From an optimization exercise on the open Yosys and OpenROAD flow, aimed at small area; shortcuts taken in it are not production practice. Only simulation tests tie the RTL to the original design; equivalence was not proved. Power and IR drop assume default switching activity.

**flow/run.sh**
```bash
#!/bin/bash
# synth_recipe.tcl (not shown) runs the flow's synth.tcl, then flattens the netlist and writes it again
# the make line also repeats each setting of config.mk as NAME=value (left out here)
make -C /OpenROAD-flow-scripts/flow DESIGN_CONFIG=/design/flow/config.mk WORK_HOME=/design/flow/orfs CLKGATE_MAP_FILE= SYNTH_SCRIPT=/design/flow/synth_recipe.tcl finish
```
**flow/config.mk**
```make
export PLATFORM = sky130hd
export DESIGN_NAME = top
export DESIGN_NICKNAME = top
export VERILOG_FILES = /design/flow/design.v
export SDC_FILE = /design/flow/constraint.sdc
export NUM_CORES = 4
export LEC_CHECK = 0
export CAP_MARGIN = 20
export CORE_MARGIN = 2
export CORE_UTILIZATION = 40
export PLACE_DENSITY = 0.6
export SLEW_MARGIN = 20
```
**flow/constraint.sdc**
```tcl
create_clock -name core_clock -period 10.0 [get_ports {clk}]
set_input_delay 2.0000 -clock core_clock [delete_from_list [all_inputs] [get_ports {clk}]]
set_output_delay 2.0000 -clock core_clock [all_outputs]
set_load 0.01 [all_outputs]
```
**flow/design.v**
```verilog
module top (
    input clk,                   
    input mode,                  
    input song,                  
    input plus,                  
    input minus,                 
    input rst,                   
    input set,                   
    input refer,                 
    input player1,               
    input player2,               
    output reg [8:0] rope,       
    output reg [1:0] sel,        
    output reg [1:0] ledr,       
    output reg [1:0] ledg,       
    output reg [1:0] ledb,       
    output reg [3:0] ledop,      
    output reg [7:0] segdata1,   
    output reg [7:0] segdata0,   
    output reg [7:0] seg,        
    output reg [7:0] sel8,       
    output reg ledplayer1,       
    output reg ledplayer2,       
    output reg buzzer,           
    output reg round_indicator_1, 
    output reg round_indicator_2 
);
wire playsong;                   
wire song_pulse;                 
wire mode_pulse;                 
wire plus_pulse;                 
wire minus_pulse;                
wire set_pulse;                  
wire refer_pulse;                
wire player1_pulse;              
wire player2_pulse;              
wire [1:0] led_slowgreen;        
wire [3:0] led_midyellow;        
wire [1:0] led_fastred;          
wire [8:0] led_rope_afk1;        
wire [1:0] led_win_afk1;         
wire [1:0] led_test_afk1;        
wire [8:0] led_rope_afk2;        
wire [1:0] led_win_afk2;         
wire [1:0] led_test_afk2;        
reg gameoverflag;                    
reg win1;                        
reg win2;                        
reg draw;                        
reg winflag_1;                   
reg winflag_2;                   
reg buzzerflag;                  
reg [1:0] modereg;               
reg [3:0] cycle;                 
reg [2:0] scan;                  
reg [3:0] score1;                
reg [3:0] score2;                
reg [3:0] win;                   
reg [3:0] now_round_reg1;        
reg [3:0] now_round_reg0;        
reg [7:0] secreg;                
reg [3:0] secreg1;               
reg [3:0] secreg0;               
reg [7:0] sec;                   
reg [3:0] sec1;                  
reg [3:0] sec0;                  
reg [4:0] now_round;             
reg [1:0] cntdownsec;            
reg [1:0] buzzer_gameover_1;     
reg [3:0] buzzer_gameover_8;     
reg [3:0] next_state;            
reg [3:0] current_state;         
reg [63:0] dispseg;              
reg [23:0] flick_cnt_1Hz;        
reg [23:0] flick_cnt_2Hz;        
reg [22:0] flick_cnt_4Hz_1;      
reg [22:0] flick_cnt_4Hz_2;      
reg [22:0] flick_cnt_4_33Hz;     
reg [23:0] buzzer_cnt_1Hz;       
reg [22:0] buzzer_cnt_4Hz;       
reg [25:0] buzzer_cnt_0_5Hz;     
reg [23:0] countdown_1Hz;        
reg [23:0] win_cnt_2Hz;          
parameter init              = 4'd0;
parameter time_set          = 4'd1;
parameter round_set         = 4'd2;
parameter finish_setting    = 4'd3;
parameter counting_down     = 4'd4;
parameter gaming            = 4'd5;
parameter check             = 4'd6;
parameter gameover          = 4'd7;
debounce mode_debounce (                               
    .clk (clk),
    .rst (rst),
    .key (mode),
    .key_pulse (mode_pulse)
);
debounce song_debounce (                               
    .clk (clk),
    .rst (rst),
    .key (song),
    .key_pulse (song_pulse)
);
debounce sec_plus_debounce (                               
    .clk (clk),
    .rst (rst),
    .key (plus),
    .key_pulse (plus_pulse)
);
debounce sec_minus_debounce (                               
    .clk (clk),
    .rst (rst),
    .key (minus),
    .key_pulse (minus_pulse)
);
debounce set_debounce (                               
    .clk (clk),
    .rst (rst),
    .key (set),
    .key_pulse (set_pulse)
);
debounce refer_debounce (                               
    .clk (clk),
    .rst (rst),
    .key (refer),
    .key_pulse (refer_pulse)
);
debounce player1_debounce (                               
    .clk (clk),
    .rst (rst),
    .key (player1),
    .key_pulse (player1_pulse)
);
debounce player2_debounce (                               
    .clk (clk),
    .rst (rst),
    .key (player2),
    .key_pulse (player2_pulse)
);
breath_led_slow greenslow (
    .clk(clk),
    .rst(rst),
    .ledslow1(led_slowgreen[0]),
    .ledslow2(led_slowgreen[1])
);
breath_led_mid yellowmid (
    .clk(clk),
    .rst(rst),
    .ledmid11(led_midyellow[0]),
    .ledmid12(led_midyellow[1]),
    .ledmid21(led_midyellow[2]),
    .ledmid22(led_midyellow[3])
);
breath_led_fast redfast (
    .clk(clk),
    .rst(rst),
    .ledfast1(led_fastred[0]),
    .ledfast2(led_fastred[1])
);
breath_led_afk1 afk1(
    .clk(clk),
    .rst(rst),
    .ledafkrope(led_rope_afk1),
    .ledafk1(led_win_afk1[0]),
    .ledafk2(led_win_afk1[1]),
    .ledafk3(led_test_afk1[0]),
    .ledafk4(led_test_afk1[1])
);
breath_led_afk2 afk2(
    .clk(clk),
    .rst(rst),
    .ledafkrope(led_rope_afk2),
    .ledafk1(led_win_afk2[0]),
    .ledafk2(led_win_afk2[1]),
    .ledafk3(led_test_afk2[0]),
    .ledafk4(led_test_afk2[1])
);
playsongs bgm(
    .clk(clk),
    .rst(gameoverflag),
    .song(song_pulse),
    .buzzer(playsong)
);
always @(posedge clk or negedge rst)
begin
    if(!rst)
    begin
        ledop[1] <= 0;
        current_state <= init;
    end
    else
    begin
        current_state <= next_state;
        ledop[1] <= 1;
    end
end
always @(posedge clk)
begin
    case(current_state)
    init:   next_state <= time_set;
    time_set:
    begin
        if(set_pulse)
        next_state <= round_set;
    end
    round_set:
    begin
        if(set_pulse)
        next_state <= finish_setting;
    end
    finish_setting:
    begin
        if(refer_pulse)
        next_state <= counting_down;
    end
    counting_down:
    begin
        if(cntdownsec == 0)
        next_state <= gaming;
    end
    gaming:
    begin
        if(secreg > 0)
        begin
            if(rope[0] || rope[8])
            next_state <= check;
        end
        else
        next_state<= check;
    end
    check:
    begin
        if((score1 == win)|| (score2 == win))
        next_state <= gameover;
        else
        begin
            if(refer_pulse)
            next_state <= counting_down;
        end
    end
    gameover:
    begin
        next_state <= gameover;
    end
    endcase
end
always @(posedge clk)
begin
    case(current_state)
    init:
    begin
        score1  <= 0;
        score2  <= 0;
        win1    <= 0;
        win2    <= 0;
        now_round<=1;
        draw    <= 0;
    end
    gaming:
    begin
        if      (rope[0])   begin win1 <= 1; win2 <= 0; end
        else if (rope[8])   begin win1 <= 0; win2 <= 1; end
        else if ((rope[0]||rope[1]||rope[2]||rope[3])&&(secreg == 0)) begin win1 <= 1; win2 <= 0; end
        else if ((rope[5]||rope[6]||rope[7]||rope[8])&&(secreg == 0)) begin win1 <= 0; win2 <= 1; end
        else if (rope[4]&&(secreg == 0)) begin draw <= 1; end
    end
    check:
    begin
        if      (win1)  begin score1 <= score1 + 1; now_round <= now_round + 1; win1 <= 0; end
        else if (win2)  begin score2 <= score2 + 1; now_round <= now_round + 1; win2 <= 0; end
        else if (draw)  begin now_round <= now_round + 1; draw <= 0; end
    end
    default:
    begin
        win1 <= 0;
        win2 <= 0;
    end
    endcase
end
always @(posedge clk)
begin
    case(current_state)
    init:
    begin
        ledr    <= 2'b00;
        ledg    <= 2'b11;
        ledb    <= 2'b11;
    end
    time_set:
    begin
    if(set_pulse)  
    begin
        ledr[1] <= 1;
        ledg[1] <= 0;
    end
    end
    round_set:
    begin
    if(set_pulse)  
    begin
        ledr[0] <= 1;
        ledg[0] <= 0;
    end  
    end
    finish_setting:
    begin
        if(refer_pulse)
        begin
            ledr <= 2'b11;
            ledg <= 2'b11;
            ledb <= 2'b11;
            flick_cnt_4Hz_1 <= 0;
        end
    end
    counting_down:
    begin
        if(flick_cnt_4Hz_1 >= 3_000)
        begin
            ledr <= ~ledr;
            ledg <= ~ledg;
            ledb <= ~ledb;
            flick_cnt_4Hz_1 <= 0;
        end
        else flick_cnt_4Hz_1 <= flick_cnt_4Hz_1 + 1;
        if(cntdownsec == 0)
        begin
            ledr <= 2'b11;
            ledg <= 2'b11;
            ledb <= 2'b11;
        end
    end
    gaming:
    begin
        if(rope[4])
        begin
            ledg[0] <= led_slowgreen[0];
            ledg[1] <= led_slowgreen[1];
            ledr[1] <= 1;
            ledr[0] <= 1;
        end
        else if(rope[2]||rope[3]||rope[5]||rope[6])
        begin
            ledg[0] <= led_midyellow[0];
            ledr[0] <= led_midyellow[1];
            ledg[1] <= led_midyellow[2];
            ledr[1] <= led_midyellow[3];
        end
        else if(rope[0]||rope[1]||rope[7]||rope[8])
        begin
            ledg[0] <= 1;
            ledg[1] <= 1;
            ledr[0] <= led_fastred[0];
            ledr[1] <= led_fastred[1];
        end
    end
    default:
    begin
        ledr    <= 2'b11;
        ledg    <= 2'b11;
        ledb    <= 2'b11;
        flick_cnt_4Hz_1 <= 0;
    end
    endcase
end
always @(posedge clk)
begin
    case(current_state)
    init:
    begin
        sec     <= 5;
        win     <= 1;
    end
    time_set:
    begin
        if(plus_pulse)  
        begin
            if (sec >= 95)
            sec <= 5;
            else
            sec <= sec + 5;
        end
        if(minus_pulse)  
        begin
            if (sec <= 5)
            sec <= 95;
            else
            sec <= sec - 5;
        end
    end
    round_set:
    begin
        if(plus_pulse)  
        begin
            if(win == 9) win <= 1;
            else win <= win + 1;
        end
        if(minus_pulse)  
        begin
            if(win == 1) win <= 9;
            else win <= win - 1;
        end
    end
    default: begin win <= win; end
    endcase
end
always @(posedge clk)
begin
    case(current_state)
    init:
    begin
        ledop[3] <= 1;
        ledop[2] <= 1;
        ledop[0] <= 1;
    end
    time_set:
    begin
        if(set) ledop[0] <= 1;
        else    ledop[0] <= 0;
        if(plus)ledop[2] <= 1;
        else    ledop[2] <= 0;
        if(minus)ledop[3] <= 1;
        else    ledop[3] <= 0;
    end
    round_set:
    begin
        if(set) ledop[0] <= 1;
        else    ledop[0] <= 0;
        if(plus)ledop[2] <= 1;
        else    ledop[2] <= 0;
        if(minus)ledop[3] <= 1;
        else    ledop[3] <= 0;
    end
    default:
    begin
        ledop[3] <= 1;
        ledop[2] <= 1;
        ledop[0] <= 1;
    end
    endcase
end
always @(posedge clk)
begin
    case(current_state)
    counting_down:
    begin
        if(flick_cnt_1Hz >= 12_000)
        begin
            cntdownsec <= cntdownsec - 1;
            flick_cnt_1Hz <= 0;
        end
        else flick_cnt_1Hz <= flick_cnt_1Hz + 1;
    end
    default:
    begin
        flick_cnt_1Hz <= 0;
        cntdownsec <= 3;
    end
    endcase
end
always @(posedge clk)
begin
    case(current_state)
    init: countdown_1Hz <= 0;
    counting_down:
    begin
        secreg <= sec;
    end
    gaming:
    begin
        if(countdown_1Hz >= 12_000)
        begin
            countdown_1Hz <= 0;
            secreg <= secreg - 1;
        end
        else countdown_1Hz <= countdown_1Hz + 1;
    end
    check:
    begin
        if(rope[0]||rope[8])    secreg <= secreg;
        if(secreg == 0)         secreg <= secreg;
    end
    endcase
end
always @(posedge clk)
begin
    if(current_state == init)
    begin
        sec1    <= 0;
        sec0    <= 0;
        secreg1 <= 0;
        secreg0 <= 0;
        now_round_reg1 <= 0;
        now_round_reg0 <= 0;
    end
    sec0 <= sec % 10;
    sec1 <= sec / 10;
    secreg0 <= secreg % 10;
    secreg1 <= secreg / 10;
    now_round_reg0 <= now_round % 10;
    now_round_reg1 <= now_round / 10;
end
always @(posedge clk)
begin
    case(current_state)
    init:
    begin
        sel <= 2'b11;
        flick_cnt_2Hz <= 0;
    end
    time_set:
    begin
        if(flick_cnt_2Hz>=6_000)
        begin
            sel <= ~sel;
            flick_cnt_2Hz <= 0;
        end
        else flick_cnt_2Hz <= flick_cnt_2Hz + 1;
    end
    round_set:
    begin
    sel[0] <= 1;
    if(flick_cnt_2Hz>=6_000)
        begin
            sel[1] <= ~sel[1];
            flick_cnt_2Hz <= 0;
        end
    else flick_cnt_2Hz <= flick_cnt_2Hz + 1;
    end
    finish_setting: sel <= 2'b00;
    counting_down: sel <= 2'b10;
    gaming: sel <= 2'b00;
    endcase
end
always @(posedge clk)
begin
    case(current_state)
    init: dispseg <= 64'h0;
    time_set:
    begin
    case(sec0)
        0: segdata0 <= 8'h3f;
        5: segdata0 <= 8'h6d;
    endcase
    case(sec1)
        0: segdata1 <= 8'h3f;
        1: segdata1 <= 8'h06;
        2: segdata1 <= 8'h5b;
        3: segdata1 <= 8'h4f;
        4: segdata1 <= 8'h66;
        5: segdata1 <= 8'h6d;
        6: segdata1 <= 8'h7d;
        7: segdata1 <= 8'h07;
        8: segdata1 <= 8'h7f;
        9: segdata1 <= 8'h6f;
    endcase
    end
    round_set:
    begin
    case(win)
        1: segdata1 <= 8'h06;
        2: segdata1 <= 8'h5b;
        3: segdata1 <= 8'h4f;
        4: segdata1 <= 8'h66;
        5: segdata1 <= 8'h6d;
        6: segdata1 <= 8'h7d;
        7: segdata1 <= 8'h07;
        8: segdata1 <= 8'h7f;
        9: segdata1 <= 8'h6f;
    endcase
    end
    finish_setting:
    begin
    case(sec0)
        0: segdata0 <= 8'h3f;
        5: segdata0 <= 8'h6d;
    endcase
    case(sec1)
        0: segdata1 <= 8'h3f;
        1: segdata1 <= 8'h06;
        2: segdata1 <= 8'h5b;
        3: segdata1 <= 8'h4f;
        4: segdata1 <= 8'h66;
        5: segdata1 <= 8'h6d;
        6: segdata1 <= 8'h7d;
        7: segdata1 <= 8'h07;
        8: segdata1 <= 8'h7f;
        9: segdata1 <= 8'h6f;
    endcase
    case(win)
    1:
    begin
        dispseg[63:56] <= 8'h06;     
        dispseg[55:48] <= 8'h40;     
        dispseg[47:40] <= 8'h3f;     
        dispseg[39:32] <= 8'h3f;     
        dispseg[31:24] <= 8'h3f;     
        dispseg[23:16] <= 8'h40;     
        dispseg[15:8]  <= 8'h40;     
        dispseg[7:0]   <= 8'h3f;     
    end
    2:
    begin
        dispseg[63:56] <= 8'h5b;     
        dispseg[55:48] <= 8'h40;     
        dispseg[47:40] <= 8'h3f;     
        dispseg[39:32] <= 8'h3f;     
        dispseg[31:24] <= 8'h3f;     
        dispseg[23:16] <= 8'h40;     
        dispseg[15:8]  <= 8'h40;     
        dispseg[7:0]   <= 8'h3f;     
    end
    3:
    begin
        dispseg[63:56] <= 8'h4f;     
        dispseg[55:48] <= 8'h40;     
        dispseg[47:40] <= 8'h3f;     
        dispseg[39:32] <= 8'h3f;     
        dispseg[31:24] <= 8'h3f;     
        dispseg[23:16] <= 8'h40;     
        dispseg[15:8]  <= 8'h40;     
        dispseg[7:0]   <= 8'h3f;     
    end
    4:
    begin
        dispseg[63:56] <= 8'h66;     
        dispseg[55:48] <= 8'h40;     
        dispseg[47:40] <= 8'h3f;     
        dispseg[39:32] <= 8'h3f;     
        dispseg[31:24] <= 8'h3f;     
        dispseg[23:16] <= 8'h40;     
        dispseg[15:8]  <= 8'h40;     
        dispseg[7:0]   <= 8'h3f;     
    end
    5:
    begin
        dispseg[63:56] <= 8'h6d;     
        dispseg[55:48] <= 8'h40;     
        dispseg[47:40] <= 8'h3f;     
        dispseg[39:32] <= 8'h3f;     
        dispseg[31:24] <= 8'h3f;     
        dispseg[23:16] <= 8'h40;     
        dispseg[15:8]  <= 8'h40;     
        dispseg[7:0]   <= 8'h3f;     
    end
    6:
    begin
        dispseg[63:56] <= 8'h7d;     
        dispseg[55:48] <= 8'h40;     
        dispseg[47:40] <= 8'h3f;     
        dispseg[39:32] <= 8'h3f;     
        dispseg[31:24] <= 8'h3f;     
        dispseg[23:16] <= 8'h40;     
        dispseg[15:8]  <= 8'h40;     
        dispseg[7:0]   <= 8'h3f;     
    end
    7:
    begin
        dispseg[63:56] <= 8'h07;     
        dispseg[55:48] <= 8'h40;     
        dispseg[47:40] <= 8'h3f;     
        dispseg[39:32] <= 8'h3f;     
        dispseg[31:24] <= 8'h3f;     
        dispseg[23:16] <= 8'h40;     
        dispseg[15:8]  <= 8'h40;     
        dispseg[7:0]   <= 8'h3f;     
    end
    8:
    begin
        dispseg[63:56] <= 8'h7f;     
        dispseg[55:48] <= 8'h40;     
        dispseg[47:40] <= 8'h3f;     
        dispseg[39:32] <= 8'h3f;     
        dispseg[31:24] <= 8'h3f;     
        dispseg[23:16] <= 8'h40;     
        dispseg[15:8]  <= 8'h40;     
        dispseg[7:0]   <= 8'h3f;     
    end
    9:
    begin
        dispseg[63:56] <= 8'h6f;     
        dispseg[55:48] <= 8'h40;     
        dispseg[47:40] <= 8'h3f;     
        dispseg[39:32] <= 8'h3f;     
        dispseg[31:24] <= 8'h3f;     
        dispseg[23:16] <= 8'h40;     
        dispseg[15:8]  <= 8'h40;     
        dispseg[7:0]   <= 8'h3f;     
    end
    endcase
    end
    counting_down:
    begin
    case(now_round_reg1)
        0: dispseg[47:40] <=8'h3f;
        1: dispseg[47:40] <=8'h06;
        2: dispseg[47:40] <=8'h5b;
        3: dispseg[47:40] <=8'h4f;
        4: dispseg[47:40] <=8'h66;
        5: dispseg[47:40] <=8'h6d;
        6: dispseg[47:40] <=8'h7d;
        7: dispseg[47:40] <=8'h07;
        8: dispseg[47:40] <=8'h7f;
        9: dispseg[47:40] <=8'h6f;
    endcase
    case(now_round_reg0)
        0: dispseg[39:32] <=8'h3f;
        1: dispseg[39:32] <=8'h06;
        2: dispseg[39:32] <=8'h5b;
        3: dispseg[39:32] <=8'h4f;
        4: dispseg[39:32] <=8'h66;
        5: dispseg[39:32] <=8'h6d;
        6: dispseg[39:32] <=8'h7d;
        7: dispseg[39:32] <=8'h07;
        8: dispseg[39:32] <=8'h7f;
        9: dispseg[39:32] <=8'h6f;
    endcase
    case(cntdownsec)   
        3: segdata0 <= 8'h4f;
        2: segdata0 <= 8'h5b;
        1: segdata0 <= 8'h06;
        0: segdata0 <= 8'h3f;
    endcase
    end
    gaming:
    begin
    case(secreg0)
        0: segdata0 <= 8'h3f;
        1: segdata0 <= 8'h06;
        2: segdata0 <= 8'h5b;
        3: segdata0 <= 8'h4f;
        4: segdata0 <= 8'h66;
        5: segdata0 <= 8'h6d;
        6: segdata0 <= 8'h7d;
        7: segdata0 <= 8'h07;
        8: segdata0 <= 8'h7f;
        9: segdata0 <= 8'h6f;
    endcase
    case(secreg1)
        0: segdata1 <= 8'h3f;
        1: segdata1 <= 8'h06;
        2: segdata1 <= 8'h5b;
        3: segdata1 <= 8'h4f;
        4: segdata1 <= 8'h66;
        5: segdata1 <= 8'h6d;
        6: segdata1 <= 8'h7d;
        7: segdata1 <= 8'h07;
        8: segdata1 <= 8'h7f;
        9: segdata1 <= 8'h6f;
    endcase
    end
    check:
    begin
    case(score1)
        0: dispseg[31:24] <= 8'h3f;
        1: dispseg[31:24] <= 8'h06;
        2: dispseg[31:24] <= 8'h5b;
        3: dispseg[31:24] <= 8'h4f;
        4: dispseg[31:24] <= 8'h66;
        5: dispseg[31:24] <= 8'h6d;
        6: dispseg[31:24] <= 8'h7d;
        7: dispseg[31:24] <= 8'h07;
        8: dispseg[31:24] <= 8'h7f;
        9: dispseg[31:24] <= 8'h6f;
    endcase
    case(score2)
        0: dispseg[7 : 0] <= 8'h3f;
        1: dispseg[7 : 0] <= 8'h06;
        2: dispseg[7 : 0] <= 8'h5b;
        3: dispseg[7 : 0] <= 8'h4f;
        4: dispseg[7 : 0] <= 8'h66;
        5: dispseg[7 : 0] <= 8'h6d;
        6: dispseg[7 : 0] <= 8'h7d;
        7: dispseg[7 : 0] <= 8'h07;
        8: dispseg[7 : 0] <= 8'h7f;
        9: dispseg[7 : 0] <= 8'h6f;
    endcase
    end
    gameover:
    begin
    if(score1 == win)
    begin
        dispseg[63:56] <= 8'h7d;
        dispseg[55:48] <= 8'h7d;
        dispseg[47:40] <= 8'h7d;
        dispseg[39:32] <= 8'h7d;
        dispseg[31:24] <= 8'h38;
        dispseg[23:16] <= 8'h3f;
        dispseg[15:8]  <= 8'h6d;
        dispseg[7:0]   <= 8'h79;
    end
    if(score2 == win)
    begin
        dispseg[63:56] <= 8'h38;
        dispseg[55:48] <= 8'h3f;
        dispseg[47:40] <= 8'h6d;
        dispseg[39:32] <= 8'h79;
        dispseg[31:24] <= 8'h7d;
        dispseg[23:16] <= 8'h7d;
        dispseg[15:8]  <= 8'h7d;
        dispseg[7:0]   <= 8'h7d;
    end
    end
    endcase
end
always @(posedge clk)
begin
    if(current_state >= finish_setting)
    begin
        scan <= scan + 1;
        case(scan)
        3'd0: begin sel8 <= 8'b1111_1110; seg <= dispseg[7:0]; end
        3'd1: begin sel8 <= 8'b1111_1101; seg <= dispseg[15:8]; end
        3'd2: begin sel8 <= 8'b1111_1011; seg <= dispseg[23:16]; end
        3'd3: begin sel8 <= 8'b1111_0111; seg <= dispseg[31:24]; end
        3'd4: begin sel8 <= 8'b1110_1111; seg <= dispseg[39:32]; end
        3'd5: begin sel8 <= 8'b1101_1111; seg <= dispseg[47:40]; end
        3'd6: begin sel8 <= 8'b1011_1111; seg <= dispseg[55:48]; end
        3'd7: begin sel8 <= 8'b0111_1111; seg <= dispseg[63:56]; end
        endcase
    end
    else sel8 <= 8'b1111_1111;
    if(current_state == init)
    begin
        scan <= 0;
        seg  <= 8'h00;
    end
end
always @(posedge clk)
begin
    case(current_state)
    init:
    begin
        flick_cnt_4_33Hz <= 0;
        cycle <= 1;
        winflag_2 <= 0;
        flick_cnt_4Hz_2 <= 0;
        rope <= 9'b0000_0_0000;
    end
    time_set:
    begin
        if      (modereg == 2'b00) rope <= led_rope_afk1;
        else if (modereg == 2'b01)
        begin
            rope[8:5] <= led_rope_afk2[8:5];
            rope[3:0] <= led_rope_afk2[3:0];
            rope[4] <= led_rope_afk2[4];
        end
        else if (modereg == 2'b10) rope <= 9'b1111_1_1111;
        else if (modereg == 2'b11) rope <= 9'b0000_0_0000;
    end
    round_set:
    begin
        if      (modereg == 2'b00) rope <= led_rope_afk1;
        else if (modereg == 2'b01)
        begin
            rope[8:5] <= led_rope_afk2[8:5];
            rope[3:0] <= led_rope_afk2[3:0];
            rope[4] <= led_rope_afk2[4];
        end
        else if (modereg == 2'b10) rope <= 9'b1111_1_1111;
        else if (modereg == 2'b11) rope <= 9'b0000_0_0000;
    end
    finish_setting: rope <= 9'b0000_0_0000;
    counting_down:
    begin
        if (flick_cnt_4_33Hz >= 2_769)
        begin
            cycle <= cycle + 1;
            flick_cnt_4_33Hz <= 0;
        end
        else flick_cnt_4_33Hz <= flick_cnt_4_33Hz + 1;
        case(cycle)
            1: rope <= 9'b1000_0_0001;
            2: rope <= 9'b0100_0_0010;
            3: rope <= 9'b0010_0_0100;
            4: rope <= 9'b0001_0_1000;
            5: rope <= 9'b0000_1_0000;
            6: rope <= 9'b0001_0_1000;
            7: rope <= 9'b0010_0_0100;
            8: rope <= 9'b0100_0_0010;
            9: rope <= 9'b1000_0_0001;
            10:rope <= 9'b0100_0_0010;
            11:rope <= 9'b0010_0_0100;
            12:rope <= 9'b0001_0_1000;
            13:rope <= 9'b0000_1_0000;
        endcase
    end
    gaming:
    begin
        if(player1_pulse) rope <= {rope[7:0],rope[8]};
        if(player2_pulse) rope <= {rope[0],rope[8:1]};
    end
    check:
    begin
        if((score1==win || score2==win )) winflag_2 <= 1;
        rope <= rope;
        flick_cnt_4_33Hz <= 0;
        cycle <= 1;
    end
    gameover:
    begin
        if((score1==win || score2==win ) && (winflag_2 == 1))
        begin
            rope <= 9'b0101_0_1010;
            winflag_2 <= 0;
        end
        if(flick_cnt_4Hz_2 >= 3_000)
        begin
            rope <= ~rope;
            flick_cnt_4Hz_2 <= 0;
        end
        else flick_cnt_4Hz_2 <= flick_cnt_4Hz_2 + 1;
    end
    default:
    begin
        flick_cnt_4_33Hz <= 0;
        cycle <= 1;
    end
    endcase
end
always @(posedge clk)
begin
    case(current_state)
    time_set:
    begin
        if(set_pulse||plus_pulse||minus_pulse||buzzerflag)
        begin
            if(buzzer_cnt_4Hz <= 1_500)
            begin
                buzzerflag <= 1;
                buzzer <= 1;
                buzzer_cnt_4Hz <= buzzer_cnt_4Hz + 1;
            end
            else
            begin
                buzzerflag <= 0;
                buzzer <= 0;
                buzzer_cnt_4Hz <= 0;
            end
        end
    end
    round_set:
    begin
        if(plus_pulse||minus_pulse||buzzerflag)
        begin
            if(buzzer_cnt_4Hz <= 1_500)
            begin
                buzzerflag <= 1;
                buzzer <= 1;
                buzzer_cnt_4Hz <= buzzer_cnt_4Hz + 1;
            end
            else
            begin
                buzzerflag <= 0;
                buzzer <= 0;
                buzzer_cnt_4Hz <= 0;
            end
        end
        if(set_pulse) buzzerflag <= 1;
    end
    finish_setting:
    begin
        if(buzzer_cnt_4Hz <= 1_500 && buzzerflag == 1)
        begin
            buzzerflag <= 1;
            buzzer <= 1;
            buzzer_cnt_4Hz <= buzzer_cnt_4Hz + 1;
        end
        else
        begin
            buzzerflag <= 0;
            buzzer <= 0;
            buzzer_cnt_4Hz <= 0;
        end
    end
    counting_down:
    begin
        if(buzzer_cnt_1Hz >= 6_000)
        begin
            buzzer <= ~buzzer;
            buzzer_cnt_1Hz <= 0;
        end
        else buzzer_cnt_1Hz <= buzzer_cnt_1Hz + 1;
    end
    check:
    begin
        if((score1==win || score2==win )) winflag_1 <= 1;
        if(buzzer_cnt_4Hz >= 1_500 && buzzer_gameover_8 < 8)
        begin
            buzzer <= ~buzzer;
            buzzer_cnt_4Hz <= 0;
            buzzer_gameover_8 <= buzzer_gameover_8 + 1;
        end
        else buzzer_cnt_4Hz <= buzzer_cnt_4Hz + 1;
    end
    gameover:
    begin
        if((score1==win || score2==win ) && (winflag_1 == 1))
        begin
            buzzer <= ~buzzer;
            winflag_1 <= 0;
        end
        if(buzzer_cnt_0_5Hz >= 24_000 && buzzer_gameover_1 < 1)
        begin
            buzzer <= ~buzzer;
            buzzer_cnt_0_5Hz <= 0;
            gameoverflag <= 1;
            buzzer_gameover_1 <= buzzer_gameover_1 + 1;
        end
        else buzzer_cnt_0_5Hz <= buzzer_cnt_0_5Hz + 1;
        if(buzzer_gameover_1 == 1)  buzzer <= playsong;
    end
    default:
    begin
        buzzer <= 0;
        buzzer_gameover_8 <= 0;
        buzzer_gameover_1 <= 0;
        buzzer_cnt_4Hz <= 0;
        buzzer_cnt_0_5Hz <= 0;
        winflag_1 <= 0;
        buzzerflag <= 0;
        gameoverflag <= 0;
    end 
    endcase
    if(current_state == init) buzzer_cnt_1Hz <= 0;
end
always @(posedge clk) 
begin
    case(current_state)
    time_set:
    begin
        if(modereg == 2'b00)
        begin
            ledplayer1 <= led_win_afk1[0];  
            ledplayer2 <= led_win_afk1[1];
        end
        else if(modereg == 2'b01)
        begin
            ledplayer1 <= led_win_afk2[0];  
            ledplayer2 <= led_win_afk2[1];
        end
        else if(modereg == 2'b10)
        begin
            ledplayer1 <= 1;  
            ledplayer2 <= 1;
        end
        else if(modereg == 2'b11)
        begin
            ledplayer1 <= 0;  
            ledplayer2 <= 0;
        end
    end
    round_set:
    begin
        if(modereg == 2'b00)
        begin
            ledplayer1 <= led_win_afk1[0];  
            ledplayer2 <= led_win_afk1[1];
        end
        else if(modereg == 2'b01)
        begin
            ledplayer1 <= led_win_afk2[0];  
            ledplayer2 <= led_win_afk2[1];
        end
        else if(modereg == 2'b10)
        begin
            ledplayer1 <= 1;  
            ledplayer2 <= 1;
        end
        else if(modereg == 2'b11)
        begin
            ledplayer1 <= 0;  
            ledplayer2 <= 0;
        end
    end
    check:
    begin
        if(win_cnt_2Hz >= 3_000)
        begin
            win_cnt_2Hz <= 0;
            if(rope[0]||rope[1]||rope[2]||rope[3])
            ledplayer1 <= ~ledplayer1;
            if(rope[5]||rope[6]||rope[7]||rope[8])
            ledplayer2 <= ~ledplayer2;
        end
        else win_cnt_2Hz <= win_cnt_2Hz + 1;
    end
    gameover:
    begin
        if(win_cnt_2Hz >= 3_000)
        begin
            win_cnt_2Hz <= 0;
            if(score1 == win)
            ledplayer1 <= ~ledplayer1;
            if(score2 == win)
            ledplayer2 <= ~ledplayer2;
        end
        else win_cnt_2Hz <= win_cnt_2Hz + 1;
    end
    default:
    begin
        ledplayer1 <= 0;
        ledplayer2 <= 0;
        win_cnt_2Hz <= 0;
    end
    endcase
end
always @(posedge clk)
begin
    case(current_state)
    time_set:
    begin
        if(modereg == 2'b00)
        begin
            round_indicator_1 <= led_test_afk1[0];
            round_indicator_2 <= led_test_afk1[1];
        end
        else if(modereg == 2'b01)
        begin
            round_indicator_1 <= led_test_afk2[0];
            round_indicator_2 <= led_test_afk2[1];
        end
        else if(modereg == 2'b10)
        begin
            round_indicator_1 <= 1;
            round_indicator_2 <= 1;
        end
        else if(modereg == 2'b11)
        begin
            round_indicator_1 <= 0;
            round_indicator_2 <= 0;
        end
    end
    round_set:
    begin
        if(modereg == 2'b00)
        begin
            round_indicator_1 <= led_test_afk1[0];
            round_indicator_2 <= led_test_afk1[1];
        end
        else if(modereg == 2'b01)
        begin
            round_indicator_1 <= led_test_afk2[0];
            round_indicator_2 <= led_test_afk2[1];
        end
        else if(modereg == 2'b10)
        begin
            round_indicator_1 <= 1;
            round_indicator_2 <= 1;
        end
        else if(modereg == 2'b11)
        begin
            round_indicator_1 <= 0;
            round_indicator_2 <= 0;
        end
    end
    default:
    begin
        round_indicator_1 <= 0;
        round_indicator_2 <= 0;
    end
    endcase
end
always @(posedge clk or negedge rst)
begin
    if(!rst) modereg <= 2'b00;
    else if(mode_pulse) modereg <= modereg + 1;
end
endmodule
module debounce (clk,rst,key,key_pulse);
parameter       N  =  1;                       
input             clk;
input             rst;
input 	[N-1:0]   key;                         
output  [N-1:0]   key_pulse;                   
reg     [N-1:0]   key_rst_pre;                 
reg     [N-1:0]   key_rst;                     
wire    [N-1:0]   key_edge;                    
always @(posedge clk or negedge rst)
begin
    if (!rst) begin
        key_rst <= {N{1'b1}};                 
        key_rst_pre <= {N{1'b1}};
    end
    else begin
        key_rst <= key;                      
        key_rst_pre <= key_rst;              
    end    
end
assign key_edge = key_rst_pre & (~key_rst); 
reg	[7:0]	  cnt;                        
always @(posedge clk or negedge rst)
begin
    if(!rst)
        cnt <= 8'h0;
    else if(key_edge)
        cnt <= 8'h0;
    else
        cnt <= cnt + 1'h1;
end  
reg     [N-1:0]   key_sec_pre;                 
reg     [N-1:0]   key_sec;                    
always @(posedge clk or negedge rst)
begin
    if (!rst) 
        key_sec <= {N{1'b1}};                
    else if (cnt==8'hff)
        key_sec <= key;  
end
always @(posedge clk or negedge rst)
begin
    if (!rst)
        key_sec_pre <= {N{1'b1}};
    else                   
        key_sec_pre <= key_sec;             
end      
assign key_pulse = key_sec_pre & (~key_sec);     
endmodule
module breath_led_slow(clk,rst,ledslow1,ledslow2);
input clk;             	 
input rst;             	 
output reg ledslow1;     
output reg ledslow2;
reg [24:0] cnt1;       	 
reg [24:0] cnt2;       	 
reg flag;              	 
parameter   CNT_NUM = 40;	 
always@(posedge clk or negedge rst) begin 
	if(!rst) begin
		cnt1<=13'd0;
		end 
	else begin
		if(cnt1>=CNT_NUM-1) 
			cnt1<=1'b0;
		else 
			cnt1<=cnt1+1'b1; 
		end
	end
always@(posedge clk or negedge rst) begin 
	if(!rst) begin
		cnt2<=13'd0;
		flag<=1'b0;
	end 
	else begin
		if(cnt1==CNT_NUM-1) begin	 
			if(!flag) begin       	 
				if(cnt2>=CNT_NUM-1)	 
					flag<=1'b1;
				else
					cnt2<=cnt2+1'b1;
			end 
			else begin           	 
				if(cnt2<=0)          
					flag<=1'b0;
				else 
					cnt2<=cnt2-1'b1;
			end
		end
	else cnt2<=cnt2;   	 
	ledslow1 <= (cnt1<cnt2)?1'b0:1'b1;
	ledslow2 <= (cnt2<cnt1)?1'b0:1'b1;
	end
end
endmodule
module breath_led_mid(clk,rst,ledmid11,ledmid12,ledmid21,ledmid22);
input clk;             	 
input rst;             	 
output reg ledmid11;     
output reg ledmid12;
output reg ledmid21;
output reg ledmid22;
reg [24:0] cnt1;       	 
reg [24:0] cnt2;       	 
reg flag;              	 
parameter   CNT_NUM = 24;	 
always@(posedge clk or negedge rst) begin 
	if(!rst) begin
		cnt1<=13'd0;
		end 
	else begin
		if(cnt1>=CNT_NUM-1) 
			cnt1<=1'b0;
		else 
			cnt1<=cnt1+1'b1; 
		end
	end
always@(posedge clk or negedge rst) begin 
	if(!rst) begin
		cnt2<=13'd0;
		flag<=1'b0;
	end 
	else begin
		if(cnt1==CNT_NUM-1) begin	 
			if(!flag) begin       	 
				if(cnt2>=CNT_NUM-1)	 
					flag<=1'b1;
				else
					cnt2<=cnt2+1'b1;
			end 
			else begin           	 
				if(cnt2<=0)          
					flag<=1'b0;
				else 
					cnt2<=cnt2-1'b1;
			end
		end
	else cnt2<=cnt2;   	 
	ledmid11 <= (cnt1<cnt2)?1'b0:1'b1;
	ledmid12 <= ledmid11;
	ledmid21 <= (cnt2<cnt1)?1'b0:1'b1;
	ledmid22 <= ledmid21;
	end
end
endmodule
module breath_led_fast(clk,rst,ledfast1,ledfast2);
input clk;             	 
input rst;             	 
output reg ledfast1;     
output reg ledfast2;
reg [24:0] cnt1;       	 
reg [24:0] cnt2;       	 
reg flag;              	 
parameter   CNT_NUM = 15;	 
always@(posedge clk or negedge rst) begin 
	if(!rst) begin
		cnt1<=13'd0;
		end 
	else begin
		if(cnt1>=CNT_NUM-1) 
			cnt1<=1'b0;
		else 
			cnt1<=cnt1+1'b1; 
		end
	end
always@(posedge clk or negedge rst) begin 
	if(!rst) begin
		cnt2<=13'd0;
		flag<=1'b0;
	end 
	else begin
		if(cnt1==CNT_NUM-1) begin	 
			if(!flag) begin       	 
				if(cnt2>=CNT_NUM-1)	 
					flag<=1'b1;
				else
					cnt2<=cnt2+1'b1;
			end 
			else begin           	 
				if(cnt2<=0)          
					flag<=1'b0;
				else 
					cnt2<=cnt2-1'b1;
			end
		end
	else cnt2<=cnt2;   	 
	ledfast1 <= (cnt1<cnt2)?1'b0:1'b1;
	ledfast2 <= (cnt2<cnt1)?1'b0:1'b1;
	end
end
endmodule
module breath_led_afk1(clk,rst,ledafkrope,ledafk1,ledafk2,ledafk3,ledafk4);
input clk;             	 
input rst;             	 
output reg [8:0] ledafkrope;     
output reg ledafk1;
output reg ledafk2;
output reg ledafk3;
output reg ledafk4;
reg [24:0] cnt1;       	 
reg [24:0] cnt2;       	 
reg flag;              	 
parameter   CNT_NUM = 40;	 
always@(posedge clk or negedge rst) begin 
	if(!rst) begin
		cnt1<=13'd0;
		end 
	else begin
		if(cnt1>=CNT_NUM-1) 
			cnt1<=1'b0;
		else 
			cnt1<=cnt1+1'b1; 
		end
	end
always@(posedge clk or negedge rst) begin 
	if(!rst) begin
		cnt2<=13'd0;
		flag<=1'b0;
	end 
	else begin
		if(cnt1==CNT_NUM-1) begin	 
			if(!flag) begin       	 
				if(cnt2>=CNT_NUM-1)	 
					flag<=1'b1;
				else
					cnt2<=cnt2+1'b1;
			end 
			else begin           	 
				if(cnt2<=0)          
					flag<=1'b0;
				else 
					cnt2<=cnt2-1'b1;
			end
		end
	else cnt2<=cnt2;   	 
	ledafkrope[8] <= (cnt1<cnt2)?1'b0:1'b1;
	ledafkrope[7] <= (cnt1<cnt2)?1'b0:1'b1;
	ledafkrope[6] <= (cnt1<cnt2)?1'b0:1'b1;
	ledafkrope[5] <= (cnt1<cnt2)?1'b0:1'b1;
	ledafkrope[4] <= (cnt1<cnt2)?1'b0:1'b1;
	ledafkrope[3] <= (cnt1<cnt2)?1'b0:1'b1;
	ledafkrope[2] <= (cnt1<cnt2)?1'b0:1'b1;
	ledafkrope[1] <= (cnt1<cnt2)?1'b0:1'b1;
	ledafkrope[0] <= (cnt1<cnt2)?1'b0:1'b1;
	ledafk1 <= (cnt1<cnt2)?1'b0:1'b1;
	ledafk2 <= (cnt1<cnt2)?1'b0:1'b1;
	ledafk3 <= (cnt1<cnt2)?1'b0:1'b1;
	ledafk4 <= (cnt1<cnt2)?1'b0:1'b1;
	end
end
endmodule
module breath_led_afk2(clk,rst,ledafkrope,ledafk1,ledafk2,ledafk3,ledafk4);
input clk;             	 
input rst;             	 
output reg [8:0] ledafkrope;     
output reg ledafk1;
output reg ledafk2;
output reg ledafk3;
output reg ledafk4;
reg [24:0] cnt1;       	 
reg [24:0] cnt2;       	 
reg flag;              	 
parameter   CNT_NUM = 40;	 
always@(posedge clk or negedge rst) begin 
	if(!rst) begin
		cnt1<=13'd0;
		end 
	else begin
		if(cnt1>=CNT_NUM-1) 
			cnt1<=1'b0;
		else 
			cnt1<=cnt1+1'b1; 
		end
	end
always@(posedge clk or negedge rst) begin 
	if(!rst) begin
		cnt2<=13'd0;
		flag<=1'b0;
	end 
	else begin
		if(cnt1==CNT_NUM-1) begin	 
			if(!flag) begin       	 
				if(cnt2>=CNT_NUM-1)	 
					flag<=1'b1;
				else
					cnt2<=cnt2+1'b1;
			end 
			else begin           	 
				if(cnt2<=0)          
					flag<=1'b0;
				else 
					cnt2<=cnt2-1'b1;
			end
		end
	else cnt2<=cnt2;   	 
	ledafkrope[8] <= (cnt1<cnt2)?1'b0:1'b1;
	ledafkrope[7] <= (cnt1<cnt2)?1'b0:1'b1;
	ledafkrope[6] <= (cnt1<cnt2)?1'b0:1'b1;
	ledafkrope[5] <= (cnt1<cnt2)?1'b0:1'b1;
	ledafkrope[4] <= (cnt1>cnt2)?1'b0:1'b1;
	ledafkrope[3] <= (cnt1<cnt2)?1'b0:1'b1;
	ledafkrope[2] <= (cnt1<cnt2)?1'b0:1'b1;
	ledafkrope[1] <= (cnt1<cnt2)?1'b0:1'b1;
	ledafkrope[0] <= (cnt1<cnt2)?1'b0:1'b1;
	ledafk1 <= (cnt1>cnt2)?1'b0:1'b1;
	ledafk2 <= (cnt1>cnt2)?1'b0:1'b1;
	ledafk3 <= (cnt1>cnt2)?1'b0:1'b1;
	ledafk4 <= (cnt1>cnt2)?1'b0:1'b1;
	end
end
endmodule
module playsongs(
    input clk,
    input rst,
    input song,
    output reg buzzer
);
parameter   N_sil= 440,  
            N_do = 458,  
            N_re = 408,  
            N_mi = 364,  
            N_fa = 343,  
            N_so = 306,  
            N_la = 272,  
            N_si = 243,  
            stoptime= 11,
            dotime  = 13,
            retime  = 14,
            mitime  = 16,
            fatime  = 17,
            sotime  = 19,
            latime  = 22,
            sitime  = 24;
reg [16:0]	cnt0;	     
reg [10:0]	cnt1;	     
reg	[6 :0]	cnt2;	     
reg	[16:0]	pre_set;	 
wire[16:0]	pre_div;	 
reg	[10:0]	cishu;	     
wire[10:0]	cishu_div;	 
reg [1: 0]  flag;	     
reg	[6 :0]	YINFU;	     
always @(posedge clk or negedge rst)
begin
    if(!rst)        flag <= 2'b00;
    else if(song)   flag <= flag + 1;
end
always @(posedge clk or negedge rst)
begin
    if(!rst)                YINFU <= 66;
    else if(flag == 2'b00)  YINFU <= 66;
    else if(flag == 2'b01)  YINFU <= 48;
    else if(flag == 2'b10)  YINFU <= 36;
    else                    YINFU <= 1;
end
always @(posedge clk or negedge rst)
begin
    if(!rst)                    cnt0 <= 0;
    else if(flag == 2'b11)      cnt0 <= 0;
    else if(song)               cnt0 <= 0;
    else
    begin
        if(cnt0 == pre_set - 1) cnt0 <= 0;
        else                    cnt0 <= cnt0 + 1;
    end
end
always @(posedge clk or negedge rst)
begin
    if(!rst)                    cnt1 <= 0;
    else if(flag == 2'b11)      cnt1 <= 0;
    else if(song)               cnt1 <= 0;
    else
    begin
        if(cnt0 == pre_set - 1)
        begin
            if(cnt1 == cishu)   cnt1 <= 0;
            else                cnt1 <= cnt1 + 1;
        end
    end
end
always @(posedge clk or negedge rst)
begin
    if(!rst)                        cnt2 <= 0;
    else if(flag == 2'b11)          cnt2 <= 0;
    else if(song)                   cnt2 <= 0;
    else
    begin
        if(cnt1 == cishu && cnt0 == pre_set - 1)
        begin
            if(cnt2 == YINFU - 1)   cnt2 <= 0;
            else                    cnt2 <= cnt2 + 1;
        end
    end
end
always @(*)
begin
    case(pre_set)
        N_sil:cishu<= stoptime;
        N_do:cishu <= dotime;
        N_re:cishu <= retime;
        N_mi:cishu <= mitime;
        N_fa:cishu <= fatime;
        N_so:cishu <= sotime;
        N_la:cishu <= latime;
        N_si:cishu <= sitime;
        default:cishu <= stoptime;
    endcase
end
always @(*)
begin
    if(flag == 2'b00)
    begin
        case(cnt2)	 
            0 : pre_set <= N_mi;
            1 : pre_set <= N_mi;
            2 : pre_set <= N_fa;
            3 : pre_set <= N_so;
            4 : pre_set <= N_so;
            5 : pre_set <= N_fa;
            6 : pre_set <= N_mi;
            7 : pre_set <= N_re;
            8 : pre_set <= N_do;
            9 : pre_set <= N_do;
            10: pre_set <= N_re;
            11: pre_set <= N_mi;            
            12: pre_set <= N_mi;
            13: pre_set <= N_re;
            14: pre_set <= N_re;
            15: pre_set <= N_sil;
            16: pre_set <= N_mi;
            17: pre_set <= N_mi;
            18: pre_set <= N_fa;
            19: pre_set <= N_so;
            20: pre_set <= N_so;
            21: pre_set <= N_fa;
            22: pre_set <= N_mi;
            23: pre_set <= N_re;
            24: pre_set <= N_do;
            25: pre_set <= N_do;
            26: pre_set <= N_re;
            27: pre_set <= N_mi;
            28: pre_set <= N_re;
            29: pre_set <= N_do;
            30: pre_set <= N_do;
            31: pre_set <= N_sil;
            32: pre_set <= N_re;
            33: pre_set <= N_re;
            34: pre_set <= N_mi;
            35: pre_set <= N_do;
            36: pre_set <= N_re;
            37: pre_set <= N_mi;
            38: pre_set <= N_fa;
            39: pre_set <= N_mi;
            40: pre_set <= N_do;
            41: pre_set <= N_re;
            42: pre_set <= N_mi;
            43: pre_set <= N_fa;
            44: pre_set <= N_mi;
            45: pre_set <= N_re;
            46: pre_set <= N_do;
            47: pre_set <= N_re;
            48: pre_set <= N_so;
            49: pre_set <= N_sil;
            50: pre_set <= N_mi;
            51: pre_set <= N_mi;
            52: pre_set <= N_fa;
            53: pre_set <= N_so;
            54: pre_set <= N_so;
            55: pre_set <= N_fa;
            56: pre_set <= N_mi;
            57: pre_set <= N_re;
            58: pre_set <= N_do;
            59: pre_set <= N_do;
            60: pre_set <= N_re;
            61: pre_set <= N_mi;
            62: pre_set <= N_re;
            63: pre_set <= N_do;
            64: pre_set <= N_do;
            65: pre_set <= N_sil;
            default: pre_set <= N_sil;
        endcase
    end
    else if (flag == 2'b01)
    begin
        case(cnt2)	 
            0 : pre_set <= N_do;
            1 : pre_set <= N_do;
            2 : pre_set <= N_so;
            3 : pre_set <= N_so;
            4 : pre_set <= N_la;
            5 : pre_set <= N_la;
            6 : pre_set <= N_so;
            7 : pre_set <= N_sil;
            8 : pre_set <= N_fa;
            9 : pre_set <= N_fa;
            10: pre_set <= N_mi;
            11: pre_set <= N_mi;
            12: pre_set <= N_re;
            13: pre_set <= N_re;
            14: pre_set <= N_do;
            15: pre_set <= N_sil;
            16: pre_set <= N_so;
            17: pre_set <= N_so;
            18: pre_set <= N_fa;
            19: pre_set <= N_fa;
            20: pre_set <= N_mi;
            21: pre_set <= N_mi;
            22: pre_set <= N_re;
            23: pre_set <= N_sil;
            24: pre_set <= N_so;
            25: pre_set <= N_so;
            26: pre_set <= N_fa;
            27: pre_set <= N_fa;
            28: pre_set <= N_mi;
            29: pre_set <= N_mi;
            30: pre_set <= N_re;
            31: pre_set <= N_sil;
            32: pre_set <= N_do;
            33: pre_set <= N_do;
            34: pre_set <= N_so;
            35: pre_set <= N_so;
            36: pre_set <= N_la;
            37: pre_set <= N_la;
            38: pre_set <= N_so;
            39: pre_set <= N_sil;
            40: pre_set <= N_fa;
            41: pre_set <= N_fa;
            42: pre_set <= N_mi;
            43: pre_set <= N_mi;
            44: pre_set <= N_re;
            45: pre_set <= N_re;
            46: pre_set <= N_do;
            47: pre_set <= N_sil;
            default: pre_set <= N_sil;
        endcase
    end
    else if (flag == 2'b10)
    begin
        case(cnt2)	 
            0 : pre_set <= N_do;
            1 : pre_set <= N_re;
            2 : pre_set <= N_mi;
            3 : pre_set <= N_do;
            4 : pre_set <= N_do;
            5 : pre_set <= N_re;
            6 : pre_set <= N_mi;
            7 : pre_set <= N_do;
            8 : pre_set <= N_mi;
            9 : pre_set <= N_fa;
            10: pre_set <= N_so;
            11: pre_set <= N_sil;
            12: pre_set <= N_mi;
            13: pre_set <= N_fa;
            14: pre_set <= N_so;
            15: pre_set <= N_sil;
            16: pre_set <= N_so;
            17: pre_set <= N_la;
            18: pre_set <= N_so;
            19: pre_set <= N_fa;
            20: pre_set <= N_mi;
            21: pre_set <= N_do;
            22: pre_set <= N_so;
            23: pre_set <= N_la;
            24: pre_set <= N_so;
            25: pre_set <= N_fa;
            26: pre_set <= N_mi;
            27: pre_set <= N_do;
            28: pre_set <= N_re;
            29: pre_set <= N_so;
            30: pre_set <= N_do;
            31: pre_set <= N_sil;
            32: pre_set <= N_re;
            33: pre_set <= N_so;
            34: pre_set <= N_do;
            35: pre_set <= N_sil;
            default: pre_set <= N_sil;
        endcase
    end
    else    pre_set <= N_sil;
end
assign pre_div = pre_set / 2;
assign cishu_div = cishu * 4 / 5;
always @(posedge clk or negedge rst)
begin
    if(!rst)                    buzzer <= 0;
    else if(pre_set != N_sil)
    begin
        if(cnt1 < cishu_div)
        begin
            if(cnt0 < pre_div)  buzzer <= 0;
            else                buzzer <= 1;
        end
        else                    buzzer <= 0;
    end
    else                        buzzer <= 0;
end
endmodule
```
==> metrics.md <==
| Metric | Value |
|---|---|
| Reg2reg path depth | `30` |
| Yosys reg bits | `just over 800` |
| Clk pin slew, worst setup/hold paths | `60 ps` |
| Tcrit/Tclk final | `a little over four fifths` |
| Routed WL per cell | `around 16 microns` |
| Drt pass-1 iters | `6` |
| Post-CTS Setup Inserts | `0` |
| DRC viols | `0` |
| Final wirelength | `~110000 microns` |
| Overflow after GRT | `0` |
| Worst path required time | `10600 ps` |
| # rows | `127` |
| Hold Crit Depth | `0` |
| Slew Limit Fails | `0` |
| Syn avg cell area | `9.685 sq um` |
| Post-DRT Antenna Nets | `0` |
| Post-synth ARST share | `48.67%` |
| Total GRT Usage | `17.99%` |
| Unrepaired setup endpoints after global routing | `false` |
| Post-CTS resize count | `0` |
| CTS sink count | `824` |
| Top-count cell post-synth | `nor2_1` |
| Largest net degree at the start of global routing | `91` |
| Placed cell area | `a little over 50000 sq um` |
| Vias per std cell | `5.279` |
| Worst Skew | `between 30 and 40 ps` |
| Fmax | `119.0 MHz` |
| Final HPWL from detailed placement | `78530 microns` |
| CTS root buf | `clkbuf_16` |
| Number of flops mapped to enable cells by yosys | `328` |
| Die X | `350.3 microns` |
| CTS buffer count | `93` |
| Worst Hold End | `player2_debounce.key_sec_pre` |
| Reg2reg start | `bgm.cnt2[1]` |
| CTS tree | `built` |
| Pleak | `22.37 nW` |
| Post-Synthesis Cell Area | `47980 sq um` |
| Starting Density | `about two fifths` |
| Vias in the first global route | `34840` |
| Ranking of synthesized cells by area | `edfxtp_1, dfrtp_1, ha_1, nor2_1, dfxtp_1` |
| Worst path most repeated cell | `ha_1` |
| Flop2flop setup slack | `1600 ps` |
| IO Count | `around 70` |
| Max clock buf depth | `3` |
| DIE AREA | `122700 sq um` |
| Post-synth cell types | `102` |
| CTS Hold Bufs | `0` |
| Share of post-route cells with drive strength above 1 | `6.114%` |
| Synth area leader | `edfxtp_1` |
| Worst rel slew slack | `approximately 29%` |
| Pwr/cell area | `roughly 230 nW/um^2` |
| FF-to-FF End | `bgm.buzzer` |
| Status | `finished clean` |
| Maxcap violations | `0` |
| Starting DRC count in detailed routing | `2459` |
| Nets | `5535` |
| Final setup viols | `0` |
| Global placement routability congestion | `~0.90` |
| Fillers | `11380` |
| TNS Setup | `0 ps` |
| H-Tree Level Count | `3` |
| Critical Path Slowest Stage Cell | `dfrtp_1` |
| Sequential fraction of the synthesis area | `a little under half` |
| Finished Cell Area | `roughly 54000 sq um` |
| Hold Fails Final Rpt | `0` |
| Crit path DAT | `9000 ps` |
| Post-synth top cells | `nor2_1, dfrtp_1, ha_1` |
| Initial antenna violation count | `1` |
| Mapped Cells | `4954` |
| Slowest Stage Delay on Critical Path | `between 900 and 1000 ps` |
| CP Capture Type | `register` |
| Crit start category | `register` |
| Core ar. | `119500 sq um` |
| HP Class | `reg -> reg` |
| Die height | `~350 microns` |
| Main synth FF type | `dfrtp_1` |
| Input/output buffers | `64` |
| Worst Hold Launch | `player2_debounce.key_sec` |
| Crit path kind | `reg -> reg` |
| First-pass GRT wire length | `182200 microns` |
| Synth top area share | `20.53%` |
| YS warnings | `8` |
| VDD IR max | `138.1 uV` |
| Clk latency of the worst-skew pair | `between 600 and 700 ps` |
| Tightest Pin Transition | `1040 ps` |
| Period minus WS final | `around 8400 ps` |
| CP max FO | `25` |
| Layout area overhead | `12.80%` |
| Vias | `36150` |
==> logic make-up after synthesis <==
| group | after synthesis | synth area share (%) |
|---|---|---|
| simple gates | 1768 | 18.11 |
| mux | 66 | 1.497 |
| xor+xnor | 355 | 6.480 |
| other cells | 2 | 0.01565 |
| buf+inv | 459 | 3.776 |
| compound gates | 1105 | 14.79 |
| fa+ha+maj | 375 | 9.837 |
| flops | 824 | 45.49 |
==> layout make-up <==
class	count	area [sq um]	share of cell area, %
clock inverter	40	416.7	0.7698
multi-input combinational	3846	25050	46.29
sequential	824	21830	40.33
timing repair buffer	106	964.7	1.782
clock buffer	135	2780	5.137
tap	1612	2017	3.727
inverter	283	1062	1.963
antenna	1	2.502	0.004624
==> power by group <==
group	switching (mW)	total [mW]	leakage (nW)	internal [mW]
logic	2.23	3.56	11.6	1.33
registers	0.700	5.24	9.22	4.54
clock network	1.45	3.52	1.56	2.07
==> how the worst max path moves through the flow <==
| stage | start | endpoint | slack, ps | cells past startpoint |
|---|---|---|---|---|
| after detailed placement | bgm.cnt2[1] | bgm.buzzer | 1730 | 30 |
| final | bgm.cnt2[1] | bgm.buzzer | 1600 | 30 |
| after CTS | bgm.cnt2[1] | bgm.buzzer | 1670 | 30 |
| after floorplan | bgm.cnt2[0] | bgm.buzzer | 2890 | 34 |
| after global placement | bgm.cnt2[1] | bgm.buzzer | 1780 | 30 |
| after global routing | bgm.cnt2[1] | bgm.buzzer | 940 | 30 |
==> layer usage <==
metal / up-vias / track usage (%) / routed length, microns
met5: - / 0 / 13
met4: 2 / 4.984 / 2290
met3: 170 / 3.261 / 5780
met2: 641 / 28.28 / 49030
met1: 17210 / 25.39 / 52970
li1: 18120 / - / -
==> worst max-delay path: cells and delay by family (launching register included) <==
kind	cells	cell delay (ps)
AO/OA/AOI/OAI	14	3110
adder cells (fa/ha/maj)	5	1670
buffers and inverters	3	650
flip-flops	1	970
AND/OR/NAND/NOR	8	1920
==> metrics by stage <==
step / setup slack [ps] / hold slack, ps / total power, mW / instances / utilization [%]
floorplan: 2890 / 354.1 / 7.581 / 5129 / -
global placement: 1778 / 355.9 / 8.787 / 6671 / 42.60
detailed placement: 1735 / 355.9 / 8.834 / 6671 / 42.60
CTS: 1672 / 364.9 / 12.44 / 6846 / 45.28
global route: 938.8 / 371.4 / 13.11 / 6846 / 45.29
finish: 1598 / 363.1 / 12.32 / 6847 / 45.29
==> placed cells by master (no fill, tap or decap), drive strengths merged, types with 28 or more instances in the layout <==
| master | count |
|---|---|
| a211oi | 31 |
| a21o | 94 |
| a21oi | 253 |
| a31oi | 55 |
| and2 | 34 |
| and3 | 85 |
| buf | 43 |
| clkbuf | 135 |
| clkdlybuf4s50 | 63 |
| clkinv | 28 |
| conb | 177 |
| dfrtp | 368 |
| dfstp | 33 |
| dfxtp | 95 |
| edfxtp | 328 |
| ha | 366 |
| inv | 283 |
| mux2i | 41 |
| nand2 | 345 |
| nand2b | 66 |
| nand3 | 178 |
| nand4 | 83 |
| nor2 | 535 |
| nor2b | 97 |
| nor3 | 99 |
| nor4 | 101 |
| o211ai | 36 |
| o21a | 48 |
| o21ai | 335 |
| or2 | 33 |
| or3 | 28 |
| xnor2 | 199 |
| xor2 | 156 |
==> flip-flops by register name, summed over array words and instances (netlist names), 25 cells and up <==
signal            count
yellowmid.cnt1       25
greenslow.cnt1       25
afk1.cnt1            25
yellowmid.cnt2       25
buzzer_cnt_0_5Hz     26
afk2.cnt1            25
afk2.cnt2            25
dispseg              40
redfast.cnt2         25
greenslow.cnt2       25
afk1.cnt2            25
redfast.cnt1         25

-- re-timing with driven ports --
The flow's constraints put no driver on any port. The routed layout listed below was extracted and timed again, unchanged, in two steps. Step 1 (the two cells are an assumption about what drives the block):
set clk [get_ports {clk}]
set_driving_cell -lib_cell sky130_fd_sc_hd__clkbuf_16 $clk
set_driving_cell -lib_cell sky130_fd_sc_hd__buf_2 [delete_from_list [all_inputs] $clk]
Step 2 moves the port delays by t, midway between the first and last clock arrival at a register: inputs arrive t later, outputs are due t later. That takes back most of the time a late clock gives input paths. Slacks: ideal / step 1 / step 2; pairs: ideal / step 1.
t, ns: 0.742
setup slack, ns: 1.598 / 1.598 / 1.598
worst register clock-pin slew, ns: 0.07 / 0.07
After both steps this run still meets setup and hold. For this run, drivers alone change the setup slack by 0.000 ns; drivers and shift together by 0.000 ns.
